From an optimization exercise on the open Yosys and OpenROAD flow, aimed at small area and a short achievable clock period; shortcuts taken in it are not production practice. The RTL was checked by simulation tests, not by an equivalence proof against the original design. Power figures rest on the tool's default switching activity, not on a simulated workload.

## JK
==> module mproc, before the edit <==
module mproc (input wire clk, reset, input wire [15:0] d_in, output wire [6:0] addr, output wire [15:0] d_out);
  reg  [6:0]   pc;
  reg  [10:0]  ir;       
  reg  [1:0]   cls;      
  reg  [127:0] rfn;      
  wire [127:0] rf = ~rfn;
  reg  [15:0]  opa, opb; 
  reg          f, l, c;  
  wire e   = ~f & ~l;
  wire ld  = cls == 2'b10;
  wire ef  = e & ~ld;
  wire el  = e & ld;
  wire jmp = (cls == 2'b01) & ef;
  wire wr  = el | (ef & (cls == 2'b00));
  wire [2:0]  wa = ir[8:6];
  wire [15:0] res;
  wire [15:0] wd = reset ? 16'd0 : (el ? d_in : res);
  wire        ua = reset | f | (wr & (wa == ir[2:0]));
  wire        ub = reset | f | (wr & (wa == ir[5:3]));
  wire       fs = f & ~reset;
  wire [7:0] sa = (8'd1 << d_in[2:0]) & {8{fs}};
  wire [7:0] sb = (8'd1 << d_in[5:3]) & {8{fs}};
  wire [15:0] ra = (rf[15:0] & {16{sa[0]}}) |
                     (rf[31:16] & {16{sa[1]}}) |
                     (rf[47:32] & {16{sa[2]}}) |
                     (rf[63:48] & {16{sa[3]}}) |
                     (rf[79:64] & {16{sa[4]}}) |
                     (rf[95:80] & {16{sa[5]}}) |
                     (rf[111:96] & {16{sa[6]}}) |
                     (rf[127:112] & {16{sa[7]}}) |
                     (wd & {16{ua & ~fs}}) | (opa & {16{~ua}});
  wire [15:0] rb = (rf[15:0] & {16{sb[0]}}) |
                     (rf[31:16] & {16{sb[1]}}) |
                     (rf[47:32] & {16{sb[2]}}) |
                     (rf[63:48] & {16{sb[3]}}) |
                     (rf[79:64] & {16{sb[4]}}) |
                     (rf[95:80] & {16{sb[5]}}) |
                     (rf[111:96] & {16{sb[6]}}) |
                     (rf[127:112] & {16{sb[7]}}) |
                     (wd & {16{ub & ~fs}}) | (opb & {16{~ub}});
  wire [15:0] a = opa, b = opb;
  wire [1:0]  op = ir[10:9];
  wire [17:0] s2 = {1'b0, a, 1'b1} + {1'b0, b ^ {16{op[0]}}, op[0]};
  wire [16:0] s  = s2[17:1];
  assign res = op[1] ? (op[0] ? (a | b) : (a & b)) : s[15:0];
  wire nz = |d_in[13:11];
  wire [1:0] cls_in = {d_in[15] | (~d_in[14] & nz), d_in[14] | (~d_in[15] & nz)};
  integer i;
  always @(posedge clk) begin
    c <= s[16];
    for (i = 0; i < 8; i = i + 1)
      if (reset | (wr & (wa == i))) rfn[16*i +: 16] <= ~wd;
    opa <= ra;
    opb <= rb;
    if (reset) begin
      pc <= 7'd0; ir <= 11'd0; cls <= 2'b00; f <= 1'b1; l <= 1'b0; c <= 1'b0;
    end else begin
      if (el | f) pc <= pc + 7'd1;
      else if (jmp & c) pc <= pc - ir[6:0];
      if (f) begin ir <= d_in[10:0]; cls <= cls_in; end
      f <= l | ef;
      l <= el;
    end
  end
  assign addr  = pc;
  assign d_out = opa;
endmodule
clock: 8.5 ns
lec_check: 0
abc_area: 1
cap_margin: 20
core_margin: 2
core_utilization: 50
cts_buf_list: sky130_fd_sc_hd__clkbuf_8
setup_slack_margin: 5.0
slew_margin: 20
tns_end_percent: 0
standard.sh (not shown) runs the stock make flow with config.mk's settings and CLKGATE_MAP_FILE= SYNTH_SCRIPT=/design/flow/synth_recipe.tcl, a recipe that flattens the netlist after the stock synthesis.
==> flow/flow/run.sh <==
#!/bin/bash
# The standard layout, with repair_timing aiming for a larger setup margin and
# plain buffers on the ports.
set -euo pipefail
bash standard.sh SETUP_SLACK_MARGIN=5.8 "BUFFER_PORTS_ARGS=-buffer_cell sky130_fd_sc_hd__buf_2" finish > run_standard.log 2>&1
Modified inputs, MS compared to JK
--- a/flow/design.v
+++ b/flow/design.v
@@ -42,24 +42,26 @@
   wire [1:0]  op = ir[10:9];
   wire [17:0] s2 = {1'b0, a, 1'b1} + {1'b0, b ^ {16{op[0]}}, op[0]};
   wire [16:0] s  = s2[17:1];
   assign res = op[1] ? (op[0] ? (a | b) : (a & b)) : s[15:0];
   wire nz = |d_in[13:11];
   wire [1:0] cls_in = {d_in[15] | (~d_in[14] & nz), d_in[14] | (~d_in[15] & nz)};
+  wire       pc_inc = el | f;
+  wire [6:0] pc_add = pc_inc ? 7'd1 : ~ir[6:0];
+  wire       pc_cin = ~pc_inc;
   integer i;
   always @(posedge clk) begin
     c <= s[16];
     for (i = 0; i < 8; i = i + 1)
       if (reset | (wr & (wa == i))) rfn[16*i +: 16] <= ~wd;
     opa <= ra;
     opb <= rb;
     if (reset) begin
       pc <= 7'd0; ir <= 11'd0; cls <= 2'b00; f <= 1'b1; l <= 1'b0; c <= 1'b0;
     end else begin
-      if (el | f) pc <= pc + 7'd1;
-      else if (jmp & c) pc <= pc - ir[6:0];
+      if (el | f | (jmp & c)) pc <= pc + pc_add + {6'd0, pc_cin};
       if (f) begin ir <= d_in[10:0]; cls <= cls_in; end
       f <= l | ef;
       l <= el;
     end
   end
   assign addr  = pc;
MS gives more peak clock frequency supported by timing than JK did.
Compared with JK, MS shows a number of nets at the end of the flow that is 22 lower.
Fraction of area in non-clock buffers essentially unchanged between MS and JK.
Leakage power, MS vs JK: down slightly
Met2 wire length: JK and MS compared, lower one is MS
Comparing JK with MS, the clock insertion delay at the later pin of the skew report came out essentially unchanged.
Diff JK -> MS | power per cell area | up by a little under 10%
Going from JK to MS, post-synthesis share of cell area spent on xor and xnor gates has decreased, post-synthesis share of cell area spent on and, or, nand and nor gates has remained practically unchanged, area growth from synthesis to final layout has decreased.


Setup of run A:
The RTL this note starts from:
==> flow/design.v <==
module mproc (input wire clk, reset, input wire [15:0] d_in, output wire [6:0] addr, output wire [15:0] d_out);
  reg  [6:0]   pc;
  reg  [10:0]  ir;       
  reg  [1:0]   cls;      
  reg  [127:0] rf;       
  reg          f, l, c;  
  wire e   = ~f & ~l;
  wire ld  = cls == 2'b10;
  wire ef  = e & ~ld;
  wire el  = e & ld;
  wire jmp = (cls == 2'b01) & ef;
  wire wr  = el | (ef & (cls == 2'b00));
  wire [7:0] sa = 8'd1 << ir[2:0];
  wire [7:0] sb = 8'd1 << ir[5:3];
  reg [15:0] a, b;
  integer k;
  always @* begin
    a = 16'd0; b = 16'd0;
    for (k = 0; k < 8; k = k + 1) begin
      a = a | (rf[16*k +: 16] & {16{sa[k]}});
      b = b | (rf[16*k +: 16] & {16{sb[k]}});
    end
  end
  wire [1:0]  op = ir[10:9];
  wire [17:0] s2 = {1'b0, a, 1'b1} + {1'b0, b ^ {16{op[0]}}, op[0]};
  wire [16:0] s  = s2[17:1];
  wire [15:0] res = op[1] ? (op[0] ? (a | b) : (a & b)) : s[15:0];
  wire nz = |d_in[13:11];
  wire [1:0] cls_in = {d_in[15] | (~d_in[14] & nz), d_in[14] | (~d_in[15] & nz)};
  wire [15:0] wd = reset ? 16'd0 : (el ? d_in : res);
  wire [2:0]  wa = ir[8:6];
  integer i;
  always @(posedge clk) begin
    c <= s[16];
    for (i = 0; i < 8; i = i + 1)
      if (reset | (wr & (wa == i))) rf[16*i +: 16] <= wd;
    if (reset) begin
      pc <= 7'd0; ir <= 11'd0; cls <= 2'b00; f <= 1'b1; l <= 1'b0; c <= 1'b0;
    end else begin
      if (el | f) pc <= pc + 7'd1;
      else if (jmp & c) pc <= pc - ir[6:0];
      if (f) begin ir <= d_in[10:0]; cls <= cls_in; end
      f <= l | ef;
      l <= el;
    end
  end
  assign addr  = pc;
  assign d_out = a;
endmodule
export LEC_CHECK = 0
export ABC_AREA = 1
export CAP_MARGIN = 20
export CORE_MARGIN = 2
export CORE_UTILIZATION = 40
export SETUP_SLACK_MARGIN = 5.0
export SLEW_MARGIN = 20
create_clock -name core_clock -period 8.5 [get_ports {clk}]
run.sh (not shown) runs the stock make flow with config.mk's settings and CLKGATE_MAP_FILE= SYNTH_SCRIPT=/design/flow/synth_recipe.tcl, a recipe that flattens the netlist after the stock synthesis.
Stock flow here: none of the scripts above is used.
The inputs of run B differ from those of run A as listed below.
==> flow/design.v <==
module mproc (input wire clk, reset, input wire [15:0] d_in, output wire [6:0] addr, output wire [15:0] d_out);
  reg  [6:0]   pc;
  reg  [10:0]  ir;       
  reg  [1:0]   cls;      
  reg  [127:0] rf;       
  reg  [15:0]  opa, opb; 
  reg          f, l, c;  
  wire e   = ~f & ~l;
  wire ld  = cls == 2'b10;
  wire ef  = e & ~ld;
  wire el  = e & ld;
  wire jmp = (cls == 2'b01) & ef;
  wire wr  = el | (ef & (cls == 2'b00));
  wire [7:0] sa = 8'd1 << d_in[2:0];
  wire [7:0] sb = 8'd1 << d_in[5:3];
  reg [15:0] ra, rb;
  integer k;
  always @* begin
    ra = 16'd0; rb = 16'd0;
    for (k = 0; k < 8; k = k + 1) begin
      ra = ra | (rf[16*k +: 16] & {16{sa[k]}});
      rb = rb | (rf[16*k +: 16] & {16{sb[k]}});
    end
  end
  wire [15:0] a = opa, b = opb;
  wire [1:0]  op = ir[10:9];
  wire [17:0] s2 = {1'b0, a, 1'b1} + {1'b0, b ^ {16{op[0]}}, op[0]};
  wire [16:0] s  = s2[17:1];
  wire [15:0] res = op[1] ? (op[0] ? (a | b) : (a & b)) : s[15:0];
  wire nz = |d_in[13:11];
  wire [1:0] cls_in = {d_in[15] | (~d_in[14] & nz), d_in[14] | (~d_in[15] & nz)};
  wire [15:0] wd = reset ? 16'd0 : (el ? d_in : res);
  wire [2:0]  wa = ir[8:6];
  wire        fs = f & ~reset;
  wire        ua = reset | f | (wr & (wa == ir[2:0]));
  wire        ub = reset | f | (wr & (wa == ir[5:3]));
  integer i;
  always @(posedge clk) begin
    c <= s[16];
    for (i = 0; i < 8; i = i + 1)
      if (reset | (wr & (wa == i))) rf[16*i +: 16] <= wd;
    if (ua) opa <= fs ? ra : wd;
    if (ub) opb <= fs ? rb : wd;
    if (reset) begin
      pc <= 7'd0; ir <= 11'd0; cls <= 2'b00; f <= 1'b1; l <= 1'b0; c <= 1'b0;
    end else begin
      if (el | f) pc <= pc + 7'd1;
      else if (jmp & c) pc <= pc - ir[6:0];
      if (f) begin ir <= d_in[10:0]; cls <= cls_in; end
      f <= l | ef;
      l <= el;
    end
  end
  assign addr  = pc;
  assign d_out = opa;
endmodule
==> comparison <==
- Run B reached the final stage; the timing, design-rule and antenna checks on its layout passed.
- The type of the setup path with the least slack comes out in -> reg in one run and reg -> out in the other, namely in run B and run A respectively.
- Row final-layout clock-cell area share: run B lower / run A higher
- Cell count in run B is about 7% higher than in run A
- Run B supports a higher top clock frequency than run A.
- The multi-input logic portion of the cell area of run B is lower than that of run A.
- As of run B, synthesized cell count had risen by more than 10% compared to run A.
- Run B vs run A: data required time at the worst endpoint up
- Re total buffers and inverters traversed by the critical path: run B and run A aren't equal, and the lower value belongs to run B.
- Cell type taking the most area = multi-input gates: run A; cell type taking the most area = sequential cells: run B

[re-timing with driven ports]
The flow's constraints put no driver on any port. The routed layouts listed below were extracted and timed again, unchanged, in two steps. Step 1 (the two cells are an assumption about what drives the block):
set clk [get_ports {clk}]
set_driving_cell -lib_cell sky130_fd_sc_hd__clkbuf_16 $clk
set_driving_cell -lib_cell sky130_fd_sc_hd__buf_2 [delete_from_list [all_inputs] $clk]
Step 2, shift: input delay + t, output delay - t, t = (earliest + latest rising clock arrival at the registers) / 2. This alone moves slack from input paths to output paths. Three values: ideal, step 1, step 2; two values: the first two.
run	t, ns	slack for setup (ns)	worst setup path after step 2	pins driven straight from the clock port
JK	0.504	5.679 / 5.664 / 5.171	input to register	1
MS	0.502	5.723 / 5.682 / 5.226	input to register	1
run A	0.486	4.659 / 4.613 / 4.623	input to register	1
run B	0.480	5.045 / 5.075 / 4.595	input to register	1
After both steps every run listed still meets setup and hold. The setup slack of JK, which loses most, moves by -0.015 ns with the drivers and by -0.508 ns with both steps.
